Source: an optimization exercise on an open RTL-to-GDS flow (aim: small area, a short achievable clock period and few clock cycles per item). Production flows keep margins and buffers that such runs may drop.
In this exercise RTL edits were held to simulation tests only and were not proved equivalent to the original.

run K:
Design PixelSolver, start of the top module:
module PixelSolver (
  input               io_cmd_valid,
  output              io_cmd_ready,
  input      [27:0]   io_cmd_payload_x,
  input      [27:0]   io_cmd_payload_y,
  output              io_rsp_valid,
  input               io_rsp_ready,
  output     [5:0]    io_rsp_payload_iteration,
  input               clk,
  input               reset
);
==> flow/config.mk <==
export PLATFORM = sky130hd
export DESIGN_NAME = PixelSolver
export DESIGN_NICKNAME = PixelSolver
export VERILOG_FILES = /design/flow/design.v
export SDC_FILE = /design/flow/constraint.sdc
export NUM_CORES = 4
export LEC_CHECK = 0
export CAP_MARGIN = 20
export CORE_MARGIN = 2
export CORE_UTILIZATION = 40
export SLEW_MARGIN = 20
==> flow/constraint.sdc <==
create_clock -name core_clock -period 12.0 [get_ports {clk}]
set_input_delay 2.4000 -clock core_clock [delete_from_list [all_inputs] [get_ports {clk}]]
set_output_delay 2.4000 -clock core_clock [all_outputs]
set_load 0.01 [all_outputs]
standard.sh (not shown) runs the stock make flow with config.mk's settings and CLKGATE_MAP_FILE= SYNTH_SCRIPT=/design/flow/synth_recipe.tcl, a recipe that flattens the netlist after the stock synthesis.
==> flow/flow/run.sh <==
#!/bin/bash
set -euo pipefail
RES="$PWD/orfs/results/sky130hd/PixelSolver/base"
bash standard.sh synth > standard_synth.log 2>&1
cp "$RES/1_2_yosys.v" "$RES/1_2_yosys.std.v"
python3 flow/polarity.py "$RES/1_2_yosys.std.v" "$RES/1_2_yosys.pol.v" > polarity.log 2>&1
sleep 1
cp "$RES/1_2_yosys.pol.v" "$RES/1_2_yosys.v"
touch "$RES/1_2_yosys.v"
bash standard.sh SETUP_SLACK_MARGIN=8 finish > standard_flow.log 2>&1
Other scripts of this flow, unchanged in this note and not shown: flow/flow/polarity.py
Testbench counts of run K, summed over its fixed seeds: cycles 13,606, pixels 2,048.
--- input diff run K..run E ---
# run K
export LEC_CHECK = 0
export CAP_MARGIN = 20
export CORE_MARGIN = 2
export CORE_UTILIZATION = 40
export SLEW_MARGIN = 20
create_clock -name core_clock -period 12.0 [get_ports {clk}]
# run E
export LEC_CHECK = 0
export CAP_MARGIN = 20
export CORE_MARGIN = 2
export CORE_UTILIZATION = 55
export SLEW_MARGIN = 20
create_clock -name core_clock -period 12.0 [get_ports {clk}]
--- a/flow/flow/run.sh
+++ b/flow/flow/run.sh
@@ -8,3 +8,3 @@
 cp "$RES/1_2_yosys.pol.v" "$RES/1_2_yosys.v"
 touch "$RES/1_2_yosys.v"
-bash standard.sh SETUP_SLACK_MARGIN=8 finish > standard_flow.log 2>&1
+bash standard.sh SETUP_SLACK_MARGIN=7 finish > standard_flow.log 2>&1
--- outcome ---
- For first-pass GRT wire length, dividing the value from run K by the value from run E gives 1.10.
- Row area of the placeable core: run E lower / run K higher
- Comparing setup slack for run K and run E, the bigger number came from run K.
- Run E -> run K: average routed wire per standard cell flat

== quartz ==
Another version of the RTL of PixelSolver (not shown whole).
For scale: about 68 I/O pins.
// PixelSolver
module PixelSolver (
  input               io_cmd_valid,
  output              io_cmd_ready,
  input      [27:0]   io_cmd_payload_x,
  input      [27:0]   io_cmd_payload_y,
  output              io_rsp_valid,
  input               io_rsp_ready,
  output     [5:0]    io_rsp_payload_iteration,
  input               clk,
  input               reset
);
  reg         v1;
  reg  [27:0] x, y, x01, y01;
  reg  [5:0]  it1;
  reg  [3:0]  tg1, tgn;
  reg         n1;
  reg         v2;
  reg  [27:0] x02, y02;
  reg  [5:0]  it2;
  reg         ins2;
  reg  [3:0]  tg2;
  reg         b_v;
  reg  [27:0] bx, by;
  reg  [15:0] rb_v;
  reg  [5:0]  rb [0:15];
  reg  [4:0]  head, tail;
  reg         o_v;
  reg  [5:0]  o_it;
  wire pp_1;
  wire pp_2;
  wire pp_3;
  wire pp_4;
  wire pp_5;
  wire pp_6;
  wire pp_7;
  wire pp_8;
  wire pp_9;
  wire pp_10;
  wire pp_11;
  wire pp_12;
  wire pp_13;
  wire pp_14;
  wire pp_15;
  wire pp_16;
  wire pp_17;
  wire pp_18;
  wire pp_19;
  wire pp_20;
  wire pp_21;
  wire pp_22;
  wire pp_23;
  wire pp_24;
  wire pp_25;
  wire pp_26;
  wire pp_27;
  wire pp_28;
  wire pp_29;
  wire pp_30;
  wire pp_31;
  wire pp_32;
  wire pp_33;
  wire pp_34;
  wire pp_35;
  wire pp_36;
  wire pp_37;
  wire pp_38;
  wire pp_39;
  wire pp_40;
  wire pp_41;
  wire pp_42;
  wire pp_43;
  wire pp_44;
  wire pp_45;
  wire pp_46;
  wire pp_47;
  wire pp_48;
  ...
export LEC_CHECK = 0
export CAP_MARGIN = 20
export CORE_MARGIN = 2
export CORE_UTILIZATION = 40
export SLEW_MARGIN = 20
create_clock -name core_clock -period 12.0 [get_ports {clk}]
==> flow/flow/run.sh <==
#!/bin/bash
set -euo pipefail
RES="$PWD/orfs/results/sky130hd/PixelSolver/base"
bash standard.sh synth > standard_synth.log 2>&1
cp "$RES/1_2_yosys.v" "$RES/1_2_yosys.std.v"
python3 flow/polarity.py "$RES/1_2_yosys.std.v" "$RES/1_2_yosys.pol.v" > polarity.log 2>&1
sleep 1
cp "$RES/1_2_yosys.pol.v" "$RES/1_2_yosys.v"
touch "$RES/1_2_yosys.v"
bash standard.sh SETUP_SLACK_MARGIN=7 finish > standard_flow.log 2>&1
Other scripts of this flow, unchanged in this note and not shown: flow/flow/polarity.py
Testbench counts of quartz, summed over its fixed seeds: cycles 13,606, pixels 2,048.
The inputs of onyx differ from those of quartz as listed below.
-- flow/flow/run.sh --
<<< quartz, line 10
bash standard.sh SETUP_SLACK_MARGIN=7 finish > standard_flow.log 2>&1
>>> onyx, line 10
bash standard.sh SETUP_SLACK_MARGIN=6 finish > standard_flow.log 2>&1
### Flow results
Between onyx and quartz, it is onyx whose area of all placed cells without fillers is lower, by 300 um^2. onyx has completed all stages; timing, DRC and antenna checks passed. [compare] base=quartz new=onyx: multi-input logic area went down 150 um^2.

Another version of the RTL of PixelSolver (not shown whole).
For scale: ~6400 cells after synthesis, about 180 flip-flops.
## PixelSolver
module PixelSolver (
  input               io_cmd_valid,
  output              io_cmd_ready,
  input      [27:0]   io_cmd_payload_x,
  input      [27:0]   io_cmd_payload_y,
  output              io_rsp_valid,
  input               io_rsp_ready,
  output     [5:0]    io_rsp_payload_iteration,
  input               clk,
  input               reset
);
  reg         e_v;
  reg  [27:0] x, y, x0, y0;
  reg  [5:0]  it;
  reg         b_v;
  reg  [27:0] bx, by;
  reg         r_v;
  reg  [5:0]  r_it;
  wire pp_1;
  wire pp_2;
  wire pp_3;
  wire pp_4;
  wire pp_5;
  wire pp_6;
  wire pp_7;
  wire pp_8;
  wire pp_9;
  wire pp_10;
  wire pp_11;
  wire pp_12;
  wire pp_13;
  wire pp_14;
  wire pp_15;
  wire pp_16;
  wire pp_17;
  wire pp_18;
  wire pp_19;
  wire pp_20;
  wire pp_21;
  wire pp_22;
  wire pp_23;
  wire pp_24;
  wire pp_25;
  wire pp_26;
  wire pp_27;
  wire pp_28;
  wire pp_29;
  wire pp_30;
  wire pp_31;
  wire pp_32;
  wire pp_33;
  wire pp_34;
  wire pp_35;
  wire pp_36;
  wire pp_37;
  wire pp_38;
  wire pp_39;
  wire pp_40;
  wire pp_41;
  wire pp_42;
  wire pp_43;
  wire pp_44;
  wire pp_45;
  wire pp_46;
  wire pp_47;
  wire pp_48;
  wire pp_49;
  wire pp_50;
  wire pp_51;
  wire pp_52;
  wire pp_53;
  wire pp_54;
  wire pp_55;
  wire pp_56;
  wire pp_57;
  wire pp_58;
  wire pp_59;
  wire pp_60;
  wire pp_61;
  wire pp_62;
  wire pp_63;
  wire pp_64;
  wire pp_65;
  wire pp_66;
  wire pp_67;
  wire pp_68;
  wire pp_69;
  wire pp_70;
  wire pp_71;
  wire pp_72;
  wire pp_73;
  wire pp_74;
  wire pp_75;
  wire pp_76;
  wire pp_77;
  wire pp_78;
  wire pp_79;
  wire pp_80;
  wire pp_81;
  wire pp_82;
  wire pp_83;
  wire pp_84;
  wire pp_85;
  wire pp_86;
  wire pp_87;
  wire pp_88;
  wire pp_89;
  wire pp_90;
  wire pp_91;
  wire pp_92;
  wire pp_93;
  wire pp_94;
  wire pp_95;
  wire pp_96;
  wire pp_97;
  wire pp_98;
  wire pp_99;
  wire pp_100;
  wire pp_101;
  wire pp_102;
  wire pp_103;
  wire pp_104;
  wire pp_105;
  wire pp_106;
  wire pp_107;
  wire pp_108;
  wire pp_109;
  wire pp_110;
  wire pp_111;
  wire pp_112;
  wire pp_113;
  ...
==> flow/config.mk <==
export PLATFORM = sky130hd
export DESIGN_NAME = PixelSolver
export DESIGN_NICKNAME = PixelSolver
export VERILOG_FILES = /design/flow/design.v
export SDC_FILE = /design/flow/constraint.sdc
export NUM_CORES = 4
export LEC_CHECK = 0
export CAP_MARGIN = 20
export CORE_MARGIN = 2
export CORE_UTILIZATION = 40
export SLEW_MARGIN = 20
==> flow/constraint.sdc <==
create_clock -name core_clock -period 12.0 [get_ports {clk}]
set_input_delay 2.4000 -clock core_clock [delete_from_list [all_inputs] [get_ports {clk}]]
set_output_delay 2.4000 -clock core_clock [all_outputs]
set_load 0.01 [all_outputs]
run.sh (not shown) runs the stock make flow with config.mk's settings and CLKGATE_MAP_FILE= SYNTH_SCRIPT=/design/flow/synth_recipe.tcl, a recipe that flattens the netlist after the stock synthesis.
Stock flow here: none of the scripts above is used.
Testbench counts at the start, summed over its fixed seeds: cycles 16,063, pixels 2,048.
Rerun with:
Settings changed: SETUP_SLACK_MARGIN set to 4.
Outcome: Final area went up by 6.5%; wire length grows by 6.5%; first-iteration DRC count is higher by 4.0%; via count grows by 3.7%.

PixelSolver, a different RTL version from the one above (not shown whole).
Size in the first run: ~6300 cells after synthesis, about 71000 µm² of cells after synthesis.
clock: 12.0 ns
lec_check: 0
cap_margin: 20
core_margin: 2
core_utilization: 40
slew_margin: 20
standard.sh (not shown) runs the stock make flow with config.mk's settings and CLKGATE_MAP_FILE= SYNTH_SCRIPT=/design/flow/synth_recipe.tcl, a recipe that flattens the netlist after the stock synthesis.
==> flow/flow/run.sh <==
#!/bin/bash
set -euo pipefail
RES="$PWD/orfs/results/sky130hd/PixelSolver/base"
bash standard.sh synth > standard_synth.log 2>&1
cp "$RES/1_2_yosys.v" "$RES/1_2_yosys.std.v"
python3 flow/polarity.py "$RES/1_2_yosys.std.v" "$RES/1_2_yosys.pol.v" > polarity.log 2>&1
sleep 1
cp "$RES/1_2_yosys.pol.v" "$RES/1_2_yosys.v"
touch "$RES/1_2_yosys.v"
bash standard.sh SETUP_SLACK_MARGIN=7 finish > standard_flow.log 2>&1
==> flow/flow/polarity.py <==
#!/usr/bin/env python3
"""Remove inverters around full adders in a Yosys gate netlist.

A full adder is self-dual: FA(~a, ~b, ~c) = ~FA(a, b, c) for both SUM and
COUT. Every sky130 fa cell may therefore be "flipped": its inputs are fed
the complements and its outputs then carry the complements. This script
collapses the netlist's inverters into (signal, phase) pairs, picks a flip
for every full adder that needs the fewest inverters (greedy passes), and
writes the netlist back with one inverter per signal that is still needed
in the opposite phase. The logic function of every register input and
output port is unchanged; no register is touched.

usage: polarity.py in.v out.v
"""
import re
import sys

OUTPINS = {'X', 'Y', 'Q', 'Q_N', 'SUM', 'COUT', 'HI', 'LO'}
INV_RE = re.compile(r'sky130_fd_sc_hd__(inv|clkinv)_\d+$')
FA_RE = re.compile(r'sky130_fd_sc_hd__fa_\d+$')
SWAP = {'sky130_fd_sc_hd__and2_1': 'sky130_fd_sc_hd__nand2_1'}
INV_AREA, SWAP_GAIN = 3.75, 2.5

src = open(sys.argv[1]).read()
m = re.search(r'\bmodule\s+(\w+)\s*\((.*?)\);', src, re.S)
mod_start = m.end()
end_idx = src.rindex('endmodule')
body = src[mod_start:end_idx]

# ports
ports = set()
for d in re.finditer(r'^\s*(input|output|inout)\s+(\[[^\]]*\]\s*)?([^;]+);', body, re.M):
    for n in d.group(3).split(','):
        ports.add(n.strip())


def net_is_port(n):
    base = n.split('[')[0].strip().lstrip('\\').strip()
    return base in ports or n.strip() in ports


cell_re = re.compile(r'(\(\*[^*]*\*\)\s*)?(sky130_fd_sc_hd__\w+)\s+(\S+)\s*\((.*?)\);', re.S)
pin_re = re.compile(r'\.(\w+)\(\s*(.*?)\s*\)\s*(?:,|$)', re.S)

cells = []   # dict(type, name, pins{pin:net}, span)
for cm in cell_re.finditer(body):
    pins = {}
    for pm in pin_re.finditer(cm.group(4)):
        pins[pm.group(1)] = pm.group(2).strip()
    cells.append({'type': cm.group(2), 'name': cm.group(3), 'pins': pins,
                  'span': (cm.start(), cm.end())})


def norm(n):
    return n.strip()


def is_const(n):
    return re.fullmatch(r"1'[bh][01]", n) is not None


driver = {}
for i, c in enumerate(cells):
    for p, n in c['pins'].items():
        if p in OUTPINS:
            driver[norm(n)] = (i, p)

# collapsible inverters: output not a port
collapse = set()
for i, c in enumerate(cells):
    if INV_RE.match(c['type']) and not net_is_port(c['pins']['Y']):
        collapse.add(i)

memo = {}


def base_of(n):
    n = norm(n)
    if n in memo:
        return memo[n]
    d = driver.get(n)
    if d is not None and d[0] in collapse:
        b, p = base_of(cells[d[0]]['pins']['A'])
        r = (b, p ^ 1)
    else:
        r = (n, 0)
    memo[n] = r
    return r


fa = [i for i, c in enumerate(cells) if FA_RE.match(c['type'])]
fa_idx = {i: k for k, i in enumerate(fa)}
flip = [0] * len(fa)

# loads: (cell index, pin, base, parity)
loads = []
loads_of_base = {}
for i, c in enumerate(cells):
    if i in collapse:
        continue
    for p, n in c['pins'].items():
        if p in OUTPINS or is_const(n):
            continue
        b, par = base_of(n)
        k = len(loads)
        loads.append((i, p, b, par))
        loads_of_base.setdefault(b, []).append(k)
# port nets driven through collapsed inverters: the port itself is a load
# (only if a port net is driven by a collapsible inverter, which we excluded)

fa_out_bases = {}
for k, i in enumerate(fa):
    outs = []
    for p in ('SUM', 'COUT'):
        n = cells[i]['pins'].get(p)
        if n is not None:
            outs.append(norm(n))
    fa_out_bases[k] = outs
base_driver_fa = {}
for k, outs in fa_out_bases.items():
    for b in outs:
        base_driver_fa[b] = k
sw = [i for i, c in enumerate(cells) if c['type'] in SWAP]
gsw = [1] * len(sw)
base_driver_sw = {}
for k, i in enumerate(sw):
    base_driver_sw[norm(cells[i]['pins']['X'])] = k


def produced(b):
    if b in base_driver_fa:
        return flip[base_driver_fa[b]]
    if b in base_driver_sw:
        return gsw[base_driver_sw[b]]
    return 0


def need(b):
    """does base b need an inverter under the current flips?"""
    prod = produced(b)
    for k in loads_of_base.get(b, ()):
        i, p, _, par = loads[k]
        f = flip[fa_idx[i]] if i in fa_idx else 0
        if par ^ f ^ prod:
            return True
    return False


def touched(k):
    i = fa[k]
    s = set(fa_out_bases[k])
    for p, n in cells[i]['pins'].items():
        if p not in OUTPINS and not is_const(n):
            s.add(base_of(n)[0])
    return s


def cost_all():
    return sum(1 for b in loads_of_base if need(b)) * INV_AREA - sum(gsw) * SWAP_GAIN


before = cost_all()
for it in range(20):
    changed = 0
    for k in range(len(fa)):
        t = touched(k)
        c0 = sum(need(b) for b in t)
        flip[k] ^= 1
        c1 = sum(need(b) for b in t)
        if c1 < c0:
            changed += 1
        else:
            flip[k] ^= 1
    for k in range(len(sw)):
        b = norm(cells[sw[k]]['pins']['X'])
        c0 = need(b) * INV_AREA - gsw[k] * SWAP_GAIN
        gsw[k] ^= 1
        c1 = need(b) * INV_AREA - gsw[k] * SWAP_GAIN
        if c1 < c0:
            changed += 1
        else:
            gsw[k] ^= 1
    if not changed:
        break
after = cost_all()
orig_inv = len(collapse)
print('inverters: %d collapsible in netlist; cost (um2) before %.0f, after %.0f; %d adders flipped, %d and2 made nand2'
      % (orig_inv, before, after, sum(flip), sum(gsw)), file=sys.stderr)

# rebuild
newinv = {}
extra_decl = []
extra_cells = []


def inv_net(b):
    if b not in newinv:
        nm = 'polinv_%d' % len(newinv)
        newinv[b] = nm
        extra_decl.append('  wire %s;' % nm)
        extra_cells.append('  sky130_fd_sc_hd__inv_1 %s_c (\n    .A(%s ),\n    .Y(%s )\n  );' % (nm, b, nm))
    return newinv[b]


newpins = {}
for k_, (i, p, b, par) in enumerate(loads):
    prod = produced(b)
    f = flip[fa_idx[i]] if i in fa_idx else 0
    r = par ^ f ^ prod
    newpins.setdefault(i, {})[p] = inv_net(b) if r else b
# constants on flipped adders
for k, i in enumerate(fa):
    if flip[k]:
        for p, n in cells[i]['pins'].items():
            if p not in OUTPINS and is_const(n):
                newpins.setdefault(i, {})[p] = "1'h1" if n.endswith('0') else "1'h0"

sw_idx = {i: k for k, i in enumerate(sw)}
out = []
pos = 0
for i, c in enumerate(cells):
    s, e = c['span']
    out.append(body[pos:s])
    pos = e
    if i in collapse:
        continue
    pins = dict(c['pins'])
    pins.update(newpins.get(i, {}))
    typ = c['type']
    if i in sw_idx and gsw[sw_idx[i]]:
        typ = SWAP[typ]
        pins = {('Y' if p == 'X' else p): n for p, n in pins.items()}
    txt = '%s %s (\n%s\n  );' % (typ, c['name'],
                                 ',\n'.join('    .%s(%s )' % (p, n) for p, n in pins.items()))
    out.append(txt)
out.append(body[pos:])
newbody = ''.join(out)
# declarations first, then cells
newsrc = src[:mod_start] + '\n' + '\n'.join(extra_decl) + newbody + '\n'.join(extra_cells) + '\n' + src[end_idx:]
open(sys.argv[2], 'w').write(newsrc)
Testbench counts at the start, summed over its fixed seeds: cycles 13,598, pixels 2,048.
Edit:
--- a/flow/flow/polarity.py
+++ b/flow/flow/polarity.py
@@ -20,4 +20,2 @@
 FA_RE = re.compile(r'sky130_fd_sc_hd__fa_\d+$')
-SWAP = {'sky130_fd_sc_hd__and2_1': 'sky130_fd_sc_hd__nand2_1'}
-INV_AREA, SWAP_GAIN = 3.75, 2.5
 
@@ -122,15 +120,2 @@
         base_driver_fa[b] = k
-sw = [i for i, c in enumerate(cells) if c['type'] in SWAP]
-gsw = [1] * len(sw)
-base_driver_sw = {}
-for k, i in enumerate(sw):
-    base_driver_sw[norm(cells[i]['pins']['X'])] = k
-
-
-def produced(b):
-    if b in base_driver_fa:
-        return flip[base_driver_fa[b]]
-    if b in base_driver_sw:
-        return gsw[base_driver_sw[b]]
-    return 0
 
@@ -139,3 +124,3 @@
     """does base b need an inverter under the current flips?"""
-    prod = produced(b)
+    prod = flip[base_driver_fa[b]] if b in base_driver_fa else 0
     for k in loads_of_base.get(b, ()):
@@ -158,3 +143,3 @@
 def cost_all():
-    return sum(1 for b in loads_of_base if need(b)) * INV_AREA - sum(gsw) * SWAP_GAIN
+    return sum(1 for b in loads_of_base if need(b))
 
@@ -173,11 +158,2 @@
             flip[k] ^= 1
-    for k in range(len(sw)):
-        b = norm(cells[sw[k]]['pins']['X'])
-        c0 = need(b) * INV_AREA - gsw[k] * SWAP_GAIN
-        gsw[k] ^= 1
-        c1 = need(b) * INV_AREA - gsw[k] * SWAP_GAIN
-        if c1 < c0:
-            changed += 1
-        else:
-            gsw[k] ^= 1
     if not changed:
@@ -186,4 +162,4 @@
 orig_inv = len(collapse)
-print('inverters: %d collapsible in netlist; cost (um2) before %.0f, after %.0f; %d adders flipped, %d and2 made nand2'
-      % (orig_inv, before, after, sum(flip), sum(gsw)), file=sys.stderr)
+print('inverters: %d collapsible in netlist, %d needed before flips, %d after, %d adders flipped'
+      % (orig_inv, before, after, sum(flip)), file=sys.stderr)
 
@@ -206,3 +182,3 @@
 for k_, (i, p, b, par) in enumerate(loads):
-    prod = produced(b)
+    prod = flip[base_driver_fa[b]] if b in base_driver_fa else 0
     f = flip[fa_idx[i]] if i in fa_idx else 0
@@ -217,3 +193,2 @@
 
-sw_idx = {i: k for k, i in enumerate(sw)}
 out = []
@@ -228,7 +203,3 @@
     pins.update(newpins.get(i, {}))
-    typ = c['type']
-    if i in sw_idx and gsw[sw_idx[i]]:
-        typ = SWAP[typ]
-        pins = {('Y' if p == 'X' else p): n for p, n in pins.items()}
-    txt = '%s %s (\n%s\n  );' % (typ, c['name'],
+    txt = '%s %s (\n%s\n  );' % (c['type'], c['name'],
                                  ',\n'.join('    .%s(%s )' % (p, n) for p, n in pins.items()))
Setup slack loses 0.034 ns; global-route usage increases by 0.96 points.

what the ideal ports hide:
No port has a modelled driver above. Below, the same layouts with a new extraction and two added sets of constraints.
Step 1 assumes that a clkbuf_16 drives the clock port and a buf_2 every other input.
Step 2 moves the port delays by t, midway between the first and last clock arrival at a register: inputs arrive t later, outputs are due t later. That takes back most of the time a late clock gives input paths.
a / b / c = ideal ports / drivers / drivers and shift; a / b = the first two.
run	shift t [ns]	slack for setup (ns)	hold slack, ns	worst setup path at the end
run K	0.768	7.576 / 7.576 / 7.454	0.349 / 0.349 / 0.349	input to register
run E	0.755	7.098 / 7.098 / 7.098	0.346 / 0.346 / 0.346	register to register
quartz	0.760	7.020 / 7.020 / 7.020	0.351 / 0.351 / 0.351	register to register
onyx	0.778	6.337 / 6.337 / 6.337	0.345 / 0.345 / 0.345	register to register
the first run of note 3	0.601	1.242 / 1.242 / 1.242	0.520 / 0.520 / 0.520	register to register
the second run of note 3	0.629	2.456 / 2.456 / 2.456	0.524 / 0.524 / 0.524	register to register
the first run of note 4	0.794	7.004 / 6.920 / 7.080	0.346 / 0.346 / 0.346	register to register
the second run of note 4	0.792	6.970 / 6.890 / 7.082	0.350 / 0.350 / 0.350	register to register
After both steps setup and hold are still met in every run listed. The setup slack of run K, which loses most, moves by 0.000 ns with the drivers and by -0.122 ns with both steps.
